This is an optimization exercise on Yosys and OpenROAD, whose aim is small area and a short achievable clock period, not a production implementation. The RTL was checked by simulation tests, not by an equivalence proof against the original design. Power figures rest on the tool's default switching activity, not on a simulated workload.

==> inputs of 08-11 <==
==> flow/design.v (excerpt) <==
module VKSA_256_top (in_clk, in_A, in_B, in_CI, out_S, out_CO);
  input in_clk;
  input [255:0] in_A, in_B;
  input in_CI;
  output reg [255:0] out_S;
  output reg out_CO;
  wire [255:0] w_bs;
  wire [64:0] w_bg;
  reg [255:0] r_bs;
  reg [64:0] r_bg;
  wire [255:0] w_S;
  wire w_CO;
  VKSA_blocks U0 (.in_A(in_A), .in_B(in_B), .in_CI(in_CI), .out_BS(w_bs), .out_BG(w_bg));
  always @(posedge in_clk) begin
    r_bs <= w_bs;
    r_bg <= w_bg;
    out_S <= w_S;
    out_CO <= w_CO;
  end
  VKSA_256 U1 (.in_BS(r_bs), .in_BG(r_bg), .out_S(w_S), .out_CO(w_CO));
endmodule
clock: 5.5 ns
lec_check: 0
cap_margin: 20
core_area: 17 17 227 227
cts_cluster_diameter: 120
cts_cluster_size: 24
die_area: 0 0 244 244
place_density: 0.5
setup_slack_margin: 3.25
slew_margin: 20
synth_hierarchical: 1
tns_end_percent: 10
standard.sh (not shown) runs the stock make flow with config.mk's settings and CLKGATE_MAP_FILE= SYNTH_SCRIPT=/design/flow/synth_recipe.tcl, a recipe that flattens the netlist after the stock synthesis.
==> flow/flow/run.sh <==
#!/bin/bash
# Standard synthesis and layout, with plain minimum-size buffers on the ports
# (buffer_ports would otherwise pick clkdlybuf4s50_1, a slow delay cell), and
# with every gate reset to its smallest drive strength after global placement
# (flow/downsize.tcl), so that timing repair upsizes only what it needs.
set -euo pipefail
bash standard.sh synth > synth.log 2>&1
bash standard.sh "BUFFER_PORTS_ARGS=-buffer_cell sky130_fd_sc_hd__buf_1" \
  "POST_GLOBAL_PLACE_TCL=$PWD/flow/downsize.tcl" finish > layout.log 2>&1
==> flow/flow/downsize.tcl <==
# Start timing repair from minimum-size gates: every combinational cell that
# synthesis mapped to a larger drive strength is swapped for the smallest cell
# of the same function (same name but for the drive-strength suffix). The
# resizer then upsizes only the gates that timing needs.
set n 0
set saved 0.0
foreach inst [get_cells *] {
  set lc [get_lib_cells -of_objects $inst]
  if {$lc eq "" || $lc eq "NULL"} { continue }
  set name [get_name $lc]
  if {![regexp {^(sky130_fd_sc_hd__[a-z0-9]+)_([0-9]+)$} $name -> base drive]} { continue }
  if {[string match "*df*" $base] || [string match "*clk*" $base] || [string match "*tap*" $base]} { continue }
  set best $name
  set best_area [get_property $lc area]
  foreach cand [get_lib_cells ${base}_*] {
    set cname [get_name $cand]
    if {![regexp "^${base}_\[0-9\]+\$" $cname]} { continue }
    if {[get_property $cand dont_use]} { continue }
    set a [get_property $cand area]
    if {$a < $best_area} { set best $cname; set best_area $a }
  }
  if {$best ne $name} {
    set saved [expr {$saved + [get_property $lc area] - $best_area}]
    replace_cell $inst [get_lib_cells $best]
    incr n
  }
}
puts "downsize.tcl: downsized $n cells, [format %.1f $saved] um2"
==> inputs of 10-23, as changes to 08-11 <==
CTS_CLUSTER_DIAMETER = 100   (was 120)
CTS_CLUSTER_SIZE = 20   (was 24)
SETUP_SLACK_MARGIN = 3.2   (was 3.25)
TNS_END_PERCENT = 5   (was 10)
==> notes.md <==
metric                                                               08-11                    10-23
Post-placement worst setup slack                                  1.565 ns                 1.350 ns
Fraction of area in multi-input gates                               40.44%                   39.12%
Clock network fraction of total power                                21.5%                    24.0%
Cell internal power dissipation                                   6.943 mW                 7.159 mW
Top achievable clock speed                                       428.9 MHz                429.3 MHz
Number of fill cells                                                  3587                     3693
Required time of the critical path                                 5.96 ns                  5.93 ns
Result of the run                                  complete, no violations  complete, no violations
Worst-path fanout max                                                    1                        5
Startpoint type of the worst setup path                         input port                 register
Largest net degree at the start of global routing                       25                       21
Max-Slew Margin vs Limit                                            65.73%                   72.08%
Area growth from synthesis to layout                                27.22%                   24.83%

* * *

==> run a <==
Another version of the RTL of VKSA_256_top (not shown whole).
export LEC_CHECK = 0
export CAP_MARGIN = 20
export CORE_AREA = 17 17 227 227
export CTS_CLUSTER_DIAMETER = 150
export CTS_CLUSTER_SIZE = 30
export DIE_AREA = 0 0 244 244
export SETUP_SLACK_MARGIN = 3.25
export SLEW_MARGIN = 20
export SYNTH_HIERARCHICAL = 1
export TNS_END_PERCENT = 5
create_clock -name core_clock -period 5.5 [get_ports {in_clk}]
==> flow/flow/run.sh <==
#!/bin/bash
# Standard synthesis and layout, but with plain buffers on the ports
# (buffer_ports would otherwise pick clkdlybuf4s50_1, a slow delay cell).
set -euo pipefail
bash standard.sh synth > synth.log 2>&1
bash standard.sh "BUFFER_PORTS_ARGS=-buffer_cell ${PORT_BUF:-sky130_fd_sc_hd__buf_1}" finish > layout.log 2>&1
==> run b: changes against run a <==
==> flow/flow/run.sh (replaced) <==
#!/bin/bash
# Standard synthesis and layout, with plain buffers on the ports (buffer_ports
# would otherwise pick clkdlybuf4s50_1, a slow delay cell): minimum-size
# buffers on the inputs, and larger ones on the outputs, which drive the
# output load.
set -euo pipefail
bash standard.sh synth > synth.log 2>&1
bash standard.sh "BUFFER_PORTS_ARGS=-buffer_cell sky130_fd_sc_hd__buf_1" \
  "POST_GLOBAL_PLACE_TCL=$PWD/flow/outbuf.tcl" \
  "OUT_BUF_CELL=${OUT_BUF_CELL:-sky130_fd_sc_hd__buf_2}" finish > layout.log 2>&1
==> flow/flow/outbuf.tcl (new file) <==
# Upsize the output-port buffers that buffer_ports inserted (all outputs get
# the cell named in OUT_BUF_CELL); the input-port buffers stay minimum size.
set block [ord::get_db_block]
set n 0
foreach bterm [$block getBTerms] {
  if {[$bterm getIoType] ne "OUTPUT"} { continue }
  set net [$bterm getNet]
  foreach iterm [$net getITerms] {
    if {[$iterm isOutputSignal]} {
      set inst [$iterm getInst]
      if {[string match "*buf*" [[$inst getMaster] getName]]} {
        replace_cell $inst $::env(OUT_BUF_CELL)
        incr n
      }
    }
  }
}
puts "outbuf.tcl: resized $n output buffers to $::env(OUT_BUF_CELL)"
Settings changed: CTS_CLUSTER_DIAMETER 150 to 120, CTS_CLUSTER_SIZE 30 to 24.
==> notes.md <==
Run a completed without violations. Run b died in global placement (3_3_place_gp) on STA-0124. Synthesized cell count is the same in run b and run a. Synthesized area is the same in run a and run b.

* * *

==> quartz: inputs <==
VKSA_256_top again, from the RTL that the note above started with.
export LEC_CHECK = 0
export CAP_MARGIN = 20
export CORE_AREA = 17 17 227 227
export CTS_CLUSTER_DIAMETER = 120
export CTS_CLUSTER_SIZE = 24
export DIE_AREA = 0 0 244 244
export SETUP_SLACK_MARGIN = 3.25
export SLEW_MARGIN = 20
export SYNTH_HIERARCHICAL = 1
export TNS_END_PERCENT = 5
create_clock -name core_clock -period 5.5 [get_ports {in_clk}]
==> flow/flow/run.sh <==
#!/bin/bash
# Standard synthesis and layout, but with plain buffers on the ports
# (buffer_ports would otherwise pick clkdlybuf4s50_1, a slow delay cell).
set -euo pipefail
bash standard.sh synth > synth.log 2>&1
bash standard.sh "BUFFER_PORTS_ARGS=-buffer_cell ${PORT_BUF:-sky130_fd_sc_hd__buf_1}" finish > layout.log 2>&1
==> juniper: changes against quartz <==
==> flow/flow/run.sh (replaced) <==
#!/bin/bash
# Standard synthesis and layout, with plain buffers on the ports (buffer_ports
# would otherwise pick clkdlybuf4s50_1, a slow delay cell): minimum-size
# buffers on the inputs, and larger ones on the outputs, which drive the
# output load.
set -euo pipefail
bash standard.sh synth > synth.log 2>&1
bash standard.sh "BUFFER_PORTS_ARGS=-buffer_cell sky130_fd_sc_hd__buf_1" \
  "POST_GLOBAL_PLACE_TCL=$PWD/flow/outbuf.tcl" \
  "OUT_BUF_CELL=${OUT_BUF_CELL:-sky130_fd_sc_hd__buf_4}" finish > layout.log 2>&1
==> flow/flow/outbuf.tcl (new file) <==
# Upsize the output-port buffers that buffer_ports inserted (all outputs get
# the cell named in OUT_BUF_CELL); the input-port buffers stay minimum size.
set block [ord::get_db_block]
set n 0
foreach bterm [$block getBTerms] {
  if {[$bterm getIoType] ne "OUTPUT"} { continue }
  set net [$bterm getNet]
  foreach iterm [$net getITerms] {
    if {[$iterm isOutputSignal]} {
      set inst [$iterm getInst]
      if {[string match "*buf*" [[$inst getMaster] getName]]} {
        replace_cell $inst $::env(OUT_BUF_CELL)
        incr n
      }
    }
  }
}
puts "outbuf.tcl: resized $n output buffers to $::env(OUT_BUF_CELL)"
==> results.py <==
metrics = {
    "run_status": {
        "status": "finished clean",
    },
    "hold_path": {
        "worstHoldStart": "r_bs[1]$_DFF_P_",
    },
    "final_layout": {
        "layout.non_clock_buffers": 822,
        "biggestCellCategory": "multi-input combinational cells",
        "num_antenna_cells": 8,
        "sh_seq_area_pct": 40.93,
    },
    "die": {
        "n_tap_cell": 585,
    },
    "clock_network": {
        "clkTransAtPathRegs_ns": 0.10,
    },
    "worst_setup_path": {
        "worst-setup-path-type": "flop to flop",
        "cpLargestDelayFamily": "simple AND/OR/NAND/NOR gates",
        "rr_endpoint": "out_S[226]$_DFF_P_",
    },
    "placed_design": {
        "pre_cts_ws_ns": 2.479,
    },
    "pwr": {
        "swShare_pct": 32.61,
        "power.internal_mw": 7.012,
    },
    "timing": {
        "timing.fmax_mhz": 429.1,
    },
}
(the above is from quartz)
==> results.py <==
metrics = {
    "run_status": {
        "firstError": "[ERROR STA-0124] instance type 'odb__dbInst' is not an instance.",
        "haltStage": "3_3_place_gp",
        "status": "stopped before the end",
    },
    "logic_synthesis": {
        "synthTopCellsByCount": "578 x dfxtp_1, 211 x xnor2_1, 181 x nand2_1",
        "syn_nets": 2598,
        "synthesis.instances": 1892,
    },
    "die": {
        "start_util_pct": 51.81,
    },
}
(the above is from juniper)

* * *

==> inputs of v28 <==
VKSA_256_top with an RTL version that a note above also has.
Settings: LEC_CHECK=0, CAP_MARGIN=20, CORE_AREA=17 17 227 227, CTS_CLUSTER_DIAMETER=120, CTS_CLUSTER_SIZE=24, DIE_AREA=0 0 244 244, GPL_ROUTABILITY_DRIVEN=0, SETUP_SLACK_MARGIN=3.25, SLEW_MARGIN=20, SYNTH_HIERARCHICAL=1, TNS_END_PERCENT=5; clock period 5.5 ns.
==> flow/flow/run.sh <==
#!/bin/bash
# Standard synthesis and layout, with plain minimum-size buffers on the ports
# (buffer_ports would otherwise pick clkdlybuf4s50_1, a slow delay cell), and
# with every gate reset to its smallest drive strength after global placement
# (flow/downsize.tcl), so that timing repair upsizes only what it needs.
set -euo pipefail
bash standard.sh synth > synth.log 2>&1
bash standard.sh "BUFFER_PORTS_ARGS=-buffer_cell sky130_fd_sc_hd__buf_1" \
  "POST_GLOBAL_PLACE_TCL=$PWD/flow/downsize.tcl" finish > layout.log 2>&1
Scripts as last shown in full above: flow/flow/downsize.tcl
==> v7: changes against v28 <==
--- a/flow/config.mk
+++ b/flow/config.mk
@@ -8,9 +8,9 @@
 export CAP_MARGIN = 20
 export CORE_AREA = 17 17 227 227
-export CTS_CLUSTER_DIAMETER = 120
-export CTS_CLUSTER_SIZE = 24
+export CTS_CLUSTER_DIAMETER = 150
+export CTS_CLUSTER_SIZE = 30
 export DIE_AREA = 0 0 244 244
-export GPL_ROUTABILITY_DRIVEN = 0
-export SETUP_SLACK_MARGIN = 3.25
+export PLACE_DENSITY = 0.5
+export SETUP_SLACK_MARGIN = 3.2
 export SLEW_MARGIN = 20
 export SYNTH_HIERARCHICAL = 1
==> v10: changes against v28 <==
==> flow/flow/run.sh (replaced) <==
#!/bin/bash
# Standard synthesis and layout, but with plain buffers on the ports
# (buffer_ports would otherwise pick clkdlybuf4s50_1, a slow delay cell).
set -euo pipefail
bash standard.sh synth > synth.log 2>&1
bash standard.sh "BUFFER_PORTS_ARGS=-buffer_cell ${PORT_BUF:-sky130_fd_sc_hd__buf_1}" finish > layout.log 2>&1
--- a/flow/config.mk
+++ b/flow/config.mk
@@ -11,5 +11,4 @@
 export CTS_CLUSTER_SIZE = 24
 export DIE_AREA = 0 0 244 244
-export GPL_ROUTABILITY_DRIVEN = 0
 export SETUP_SLACK_MARGIN = 3.25
 export SLEW_MARGIN = 20
removed: flow/flow/downsize.tcl
==> v9: changes against v28 <==
--- a/flow/config.mk
+++ b/flow/config.mk
@@ -11,6 +11,5 @@
 export CTS_CLUSTER_SIZE = 24
 export DIE_AREA = 0 0 244 244
-export GPL_ROUTABILITY_DRIVEN = 0
-export SETUP_SLACK_MARGIN = 3.25
+export SETUP_SLACK_MARGIN = 3.3
 export SLEW_MARGIN = 20
 export SYNTH_HIERARCHICAL = 1
==> qor summary <==
                                                                 v9         v10          v7         v28
Status                                     timing/DRC/antenna clean  timing/DRC/antenna clean  timing/DRC/antenna clean  timing/DRC/antenna clean
Global-route wire length before repair                   116,000 µm  116,000 µm  112,000 µm  116,000 µm
Crit path capture                                         r_bs[134]  out_S[126]   out_S[81]  out_S[233]
Met3 wire length                                            5050 µm     6290 µm     5470 µm     5860 µm
Clock latency at the later pin of the worst-skew pair       0.59 ns     0.59 ns     0.57 ns     0.58 ns
Max layer used                                                 met5        met4        met4        met4
Power share of the combinational group                        0.240       0.238       0.235       0.234
Setup crit start                                          in_A[131]    r_bs[83]   out_S[81]    r_bs[83]
Pre-Repair DR Iteration Count                                     5           5           5           7
Post-CTS setup buffers                                           27          33          23          28
Clock buffer count                                               29          29          23          29
Drt first-iter violations                                       851         734         779         877
Layout overhead on the synthesized area                       27.7%       27.4%       23.0%       25.5%
Fraction of area in multi-input gates                         0.400       0.405       0.395       0.399
Ratio of total power to cell area                        362 nW/µm²  361 nW/µm²  360 nW/µm²  365 nW/µm²
Slack of the worst reg-to-reg path                          3.25 ns     3.16 ns     3.21 ns     3.16 ns
Multi-input logic area                                   11,400 µm²  11,500 µm²  10,900 µm²  11,200 µm²
Via count of the routed design                               16,449      16,226      16,105      16,307
Reg2reg start                                              r_bs[59]    r_bs[83]    r_bs[67]    r_bs[83]
Number of inserted filler cells in the final layout           3,517       3,595       3,717       3,654
Final setup margin                                          3.22 ns     3.16 ns     3.16 ns     3.16 ns
Clock transition at the registers of the reported paths     0.10 ns     0.09 ns     0.11 ns     0.10 ns
Worst clock skew                                          0.0262 ns   0.0203 ns   0.0236 ns   0.0250 ns
Antenna diode instance count                                      1           4           2           0
Hold slack                                                 0.344 ns    0.335 ns    0.337 ns    0.337 ns

* * *

==> wip/raven: inputs <==
Starting RTL as in the previous note.
==> flow/config.mk <==
export PLATFORM = sky130hd
export DESIGN_NAME = VKSA_256_top
export DESIGN_NICKNAME = VKSA_256_top
export VERILOG_FILES = /design/flow/design.v
export SDC_FILE = /design/flow/constraint.sdc
export NUM_CORES = 4
export LEC_CHECK = 0
export CAP_MARGIN = 20
export CORE_AREA = 17 17 227 227
export CTS_CLUSTER_DIAMETER = 120
export CTS_CLUSTER_SIZE = 24
export DIE_AREA = 0 0 244 244
export PLACE_DENSITY = 0.5
export SETUP_SLACK_MARGIN = 3.2
export SLEW_MARGIN = 20
export SYNTH_HIERARCHICAL = 1
export TNS_END_PERCENT = 5
==> flow/constraint.sdc <==
create_clock -name core_clock -period 5.5 [get_ports {in_clk}]
set_input_delay 1.1000 -clock core_clock [delete_from_list [all_inputs] [get_ports {in_clk}]]
set_output_delay 1.1000 -clock core_clock [all_outputs]
set_load 0.01 [all_outputs]
==> flow/flow/run.sh <==
#!/bin/bash
# Standard synthesis and layout, with:
# - plain buffers on the ports (buffer_ports would otherwise pick
#   clkdlybuf4s50_1, a slow delay cell): minimum size on the inputs, and
#   OUT_BUF_CELL on the outputs, which drive the output load;
# - every gate reset to its smallest drive strength after global placement
#   (flow/downsize.tcl), so that timing repair upsizes only what it needs.
set -euo pipefail
bash standard.sh synth > synth.log 2>&1
bash standard.sh "BUFFER_PORTS_ARGS=-buffer_cell sky130_fd_sc_hd__buf_1" \
  "POST_GLOBAL_PLACE_TCL=$PWD/flow/downsize.tcl" \
  "OUT_BUF_CELL=${OUT_BUF_CELL:-sky130_fd_sc_hd__buf_2}" finish > layout.log 2>&1
==> flow/flow/downsize.tcl <==
# Start timing repair from minimum-size gates: every combinational cell that
# synthesis mapped to a larger drive strength is swapped for the smallest cell
# of the same function (same name but for the drive-strength suffix). The
# resizer then upsizes only the gates that timing needs.
set n 0
set saved 0.0
foreach inst [get_cells *] {
  set lc [get_lib_cells -of_objects $inst]
  if {$lc eq "" || $lc eq "NULL"} { continue }
  set name [get_name $lc]
  if {![regexp {^(sky130_fd_sc_hd__[a-z0-9]+)_([0-9]+)$} $name -> base drive]} { continue }
  if {[string match "*df*" $base] || [string match "*clk*" $base] || [string match "*tap*" $base]} { continue }
  set best $name
  set best_area [get_property $lc area]
  foreach cand [get_lib_cells ${base}_*] {
    set cname [get_name $cand]
    if {![regexp "^${base}_\[0-9\]+\$" $cname]} { continue }
    if {[get_property $cand dont_use]} { continue }
    set a [get_property $cand area]
    if {$a < $best_area} { set best $cname; set best_area $a }
  }
  if {$best ne $name} {
    set saved [expr {$saved + [get_property $lc area] - $best_area}]
    replace_cell $inst [get_lib_cells $best]
    incr n
  }
}
puts "downsize.tcl: downsized $n cells, [format %.1f $saved] um2"
# The output-port buffers drive the output load and the wire to the pin: give
# them the cell named in OUT_BUF_CELL.
if {[info exists ::env(OUT_BUF_CELL)]} {
  set n 0
  foreach bterm [[ord::get_db_block] getBTerms] {
    if {[$bterm getIoType] ne "OUTPUT"} { continue }
    foreach iterm [[$bterm getNet] getITerms] {
      if {[$iterm isOutputSignal]} {
        set inst [$iterm getInst]
        if {[string match "*buf*" [[$inst getMaster] getName]]} {
          replace_cell [get_cells [$inst getName]] [get_lib_cells $::env(OUT_BUF_CELL)]
          incr n
        }
      }
    }
  }
  puts "downsize.tcl: set $n output buffers to $::env(OUT_BUF_CELL)"
}
==> inputs of wip/ember, as changes to wip/raven <==
==> flow/flow/run.sh (replaced) <==
#!/bin/bash
# Standard synthesis and layout, with:
# - plain minimum-size buffers on the ports (buffer_ports would otherwise pick
#   clkdlybuf4s50_1, a slow delay cell);
# - the pins in bit order around the die (flow/pins.tcl);
# - every gate reset to its smallest drive strength after global placement
#   (flow/downsize.tcl), so that timing repair upsizes only what it needs.
set -euo pipefail
bash standard.sh synth > synth.log 2>&1
bash standard.sh "BUFFER_PORTS_ARGS=-buffer_cell sky130_fd_sc_hd__buf_1" \
  "PRE_IO_PLACEMENT_TCL=$PWD/flow/pins.tcl" \
  "POST_GLOBAL_PLACE_TCL=$PWD/flow/downsize.tcl" finish > layout.log 2>&1
--- a/flow/flow/downsize.tcl
+++ b/flow/flow/downsize.tcl
@@ -26,21 +26,3 @@
   }
 }
 puts "downsize.tcl: downsized $n cells, [format %.1f $saved] um2"
-# The output-port buffers drive the output load and the wire to the pin: give
-# them the cell named in OUT_BUF_CELL.
-if {[info exists ::env(OUT_BUF_CELL)]} {
-  set n 0
-  foreach bterm [[ord::get_db_block] getBTerms] {
-    if {[$bterm getIoType] ne "OUTPUT"} { continue }
-    foreach iterm [[$bterm getNet] getITerms] {
-      if {[$iterm isOutputSignal]} {
-        set inst [$iterm getInst]
-        if {[string match "*buf*" [[$inst getMaster] getName]]} {
-          replace_cell [get_cells [$inst getName]] [get_lib_cells $::env(OUT_BUF_CELL)]
-          incr n
-        }
-      }
-    }
-  }
-  puts "downsize.tcl: set $n output buffers to $::env(OUT_BUF_CELL)"
-}
==> flow/flow/pins.tcl (new file) <==
# Pin order: the adder's bit slices follow each other around the die, each
# bit's in_A, in_B and out_S pins side by side, so that the carry network runs
# around a ring of bit slices: bits 0-79 on the bottom edge, 80-127 on the
# right, 128-207 on the top and 208-255 on the left (the top and bottom edges
# have the finer pin pitch).
set edges {bottom right top left}
set bounds {0 80 128 208 256}
for {set q 0} {$q < 4} {incr q} {
  set names {}
  if {$q == 0} { lappend names in_CI }
  for {set i [lindex $bounds $q]} {$i < [lindex $bounds [expr {$q + 1}]]} {incr i} {
    lappend names "in_A\[$i\]" "in_B\[$i\]" "out_S\[$i\]"
  }
  if {$q == 3} { lappend names out_CO }
  if {$q >= 2} { set names [lreverse $names] }
  set_io_pin_constraint -pin_names $names -region [lindex $edges $q]:* -group -order
}
PLACE_DENSITY = unset   (was 0.5)
SETUP_SLACK_MARGIN = 3.25   (was 3.2)
==> inputs of wip/zinc, as changes to wip/raven <==
==> flow/flow/run.sh (replaced) <==
#!/bin/bash
# Standard synthesis and layout, with plain minimum-size buffers on the ports
# (buffer_ports would otherwise pick clkdlybuf4s50_1, a slow delay cell), and
# with every gate reset to its smallest drive strength after global placement
# (flow/downsize.tcl), so that timing repair upsizes only what it needs.
set -euo pipefail
bash standard.sh synth > synth.log 2>&1
bash standard.sh "BUFFER_PORTS_ARGS=-buffer_cell sky130_fd_sc_hd__buf_1" \
  "POST_GLOBAL_PLACE_TCL=$PWD/flow/downsize.tcl" finish > layout.log 2>&1
--- a/flow/flow/downsize.tcl
+++ b/flow/flow/downsize.tcl
@@ -26,21 +26,3 @@
   }
 }
 puts "downsize.tcl: downsized $n cells, [format %.1f $saved] um2"
-# The output-port buffers drive the output load and the wire to the pin: give
-# them the cell named in OUT_BUF_CELL.
-if {[info exists ::env(OUT_BUF_CELL)]} {
-  set n 0
-  foreach bterm [[ord::get_db_block] getBTerms] {
-    if {[$bterm getIoType] ne "OUTPUT"} { continue }
-    foreach iterm [[$bterm getNet] getITerms] {
-      if {[$iterm isOutputSignal]} {
-        set inst [$iterm getInst]
-        if {[string match "*buf*" [[$inst getMaster] getName]]} {
-          replace_cell [get_cells [$inst getName]] [get_lib_cells $::env(OUT_BUF_CELL)]
-          incr n
-        }
-      }
-    }
-  }
-  puts "downsize.tcl: set $n output buffers to $::env(OUT_BUF_CELL)"
-}
TNS_END_PERCENT = 2   (was 5)
==> summary of the runs <==
In flip-flop and latch count, wip/raven and wip/ember do not differ.
In clock-buffer cell count, wip/zinc and wip/raven do not differ.
Wire length, highest first: wip/zinc, wip/ember, wip/raven.
First-iteration DRC count: wip/raven < wip/ember < wip/zinc.
Synthesized cell count is the same in wip/ember and wip/zinc.
Register-to-register slack is about the same in wip/raven and wip/ember.
In area after synthesis, wip/ember and wip/raven do not differ.
In cell count, wip/ember and wip/raven hardly differ.
==> figures <==
| item | wip/raven | wip/zinc | wip/ember |
|---|---|---|---|
| Status | finished clean | finished clean | finished clean |
| Clock share of power | 21.5% | 21.7% | 21.4% |
| Overall power | 10.2 mW | 10.2 mW | 10.3 mW |
| Total length of routed wires | 79000 um | 79800 um | 79700 um |
| Post-Route Skew | 0.0238 ns | 0.0281 ns | 0.0235 ns |
| Path depth of the worst reg2reg path | 13 | 11 | 13 |
| Most common cell after layout, fill and taps aside | sky130_fd_sc_hd__dfxtp_1 | sky130_fd_sc_hd__buf_1 | sky130_fd_sc_hd__buf_1 |
| Worst slack at placement | 1.35 ns | 1.39 ns | 1.38 ns |
| Hold Path End | out_S[2]$_DFF_P_ | out_S[2]$_DFF_P_ | out_S[0]$_DFF_P_ |
| Met2 Usage GRT | 45.6% | 47.7% | 47.9% |
| Number of global-route vias before repair | 17300 | 17200 | 17800 |
| Crit-path slowest cell | sky130_fd_sc_hd__dfxtp_2 | sky130_fd_sc_hd__dfxtp_1 | sky130_fd_sc_hd__buf_1 |
| Net switching power | 3.21 mW | 3.26 mW | 3.36 mW |
| Total met3 wirelength after detailed routing | 6110 um | 5730 um | 4720 um |
| Sequential Power Share | 54.5% | 54.9% | 54.6% |
| Placed Cells incl. Taps | 3225 | 3224 | 3225 |
| Worst Path Arrival | 2.84 ns | 1.24 ns | 1.27 ns |
| Initial detailed-routing violation count | 777 | 792 | 786 |

-- port drivers added, routing unchanged --
How much do the figures lean on ideal ports? The routed layouts below were timed once more, with nothing changed but the port constraints.
Step 1 assumes that a clkbuf_16 drives the clock port and a buf_2 every other input.
Step 2 also shifts input and output timing later by t, the mid clock arrival at the registers, as if the neighbouring blocks saw the same clock.
a / b / c = ideal ports / drivers / drivers and shift; a / b = the first two.
run | t (ns) | setup WS [ns] | worst data-port slew with drivers (ns)
08-11 | 0.633 | 3.168 / 3.131 / 2.568 | 0.11
10-23 | 0.597 | 3.170 / 3.139 / 2.608 | 0.11
run a | 0.621 | 3.154 / 3.117 / 2.847 | 0.11
quartz | 0.632 | 3.169 / 3.120 / 2.847 | 0.12
v28 | 0.633 | 3.164 / 3.121 / 2.620 | 0.11
v7 | 0.617 | 3.163 / 3.104 / 2.612 | 0.11
v10 | 0.641 | 3.156 / 3.113 / 2.600 | 0.11
v9 | 0.636 | 3.221 / 3.171 / 2.611 | 0.11
wip/raven | 0.631 | 3.136 / 3.136 / 2.622 | 0.12
wip/ember | 0.637 | 3.132 / 3.072 / 2.584 | 0.07
wip/zinc | 0.636 | 3.165 / 3.105 / 2.626 | 0.11
After both steps setup and hold are still met in every run listed. For v9, which loses most, drivers alone change the setup slack by -0.050 ns; drivers and shift together by -0.610 ns.
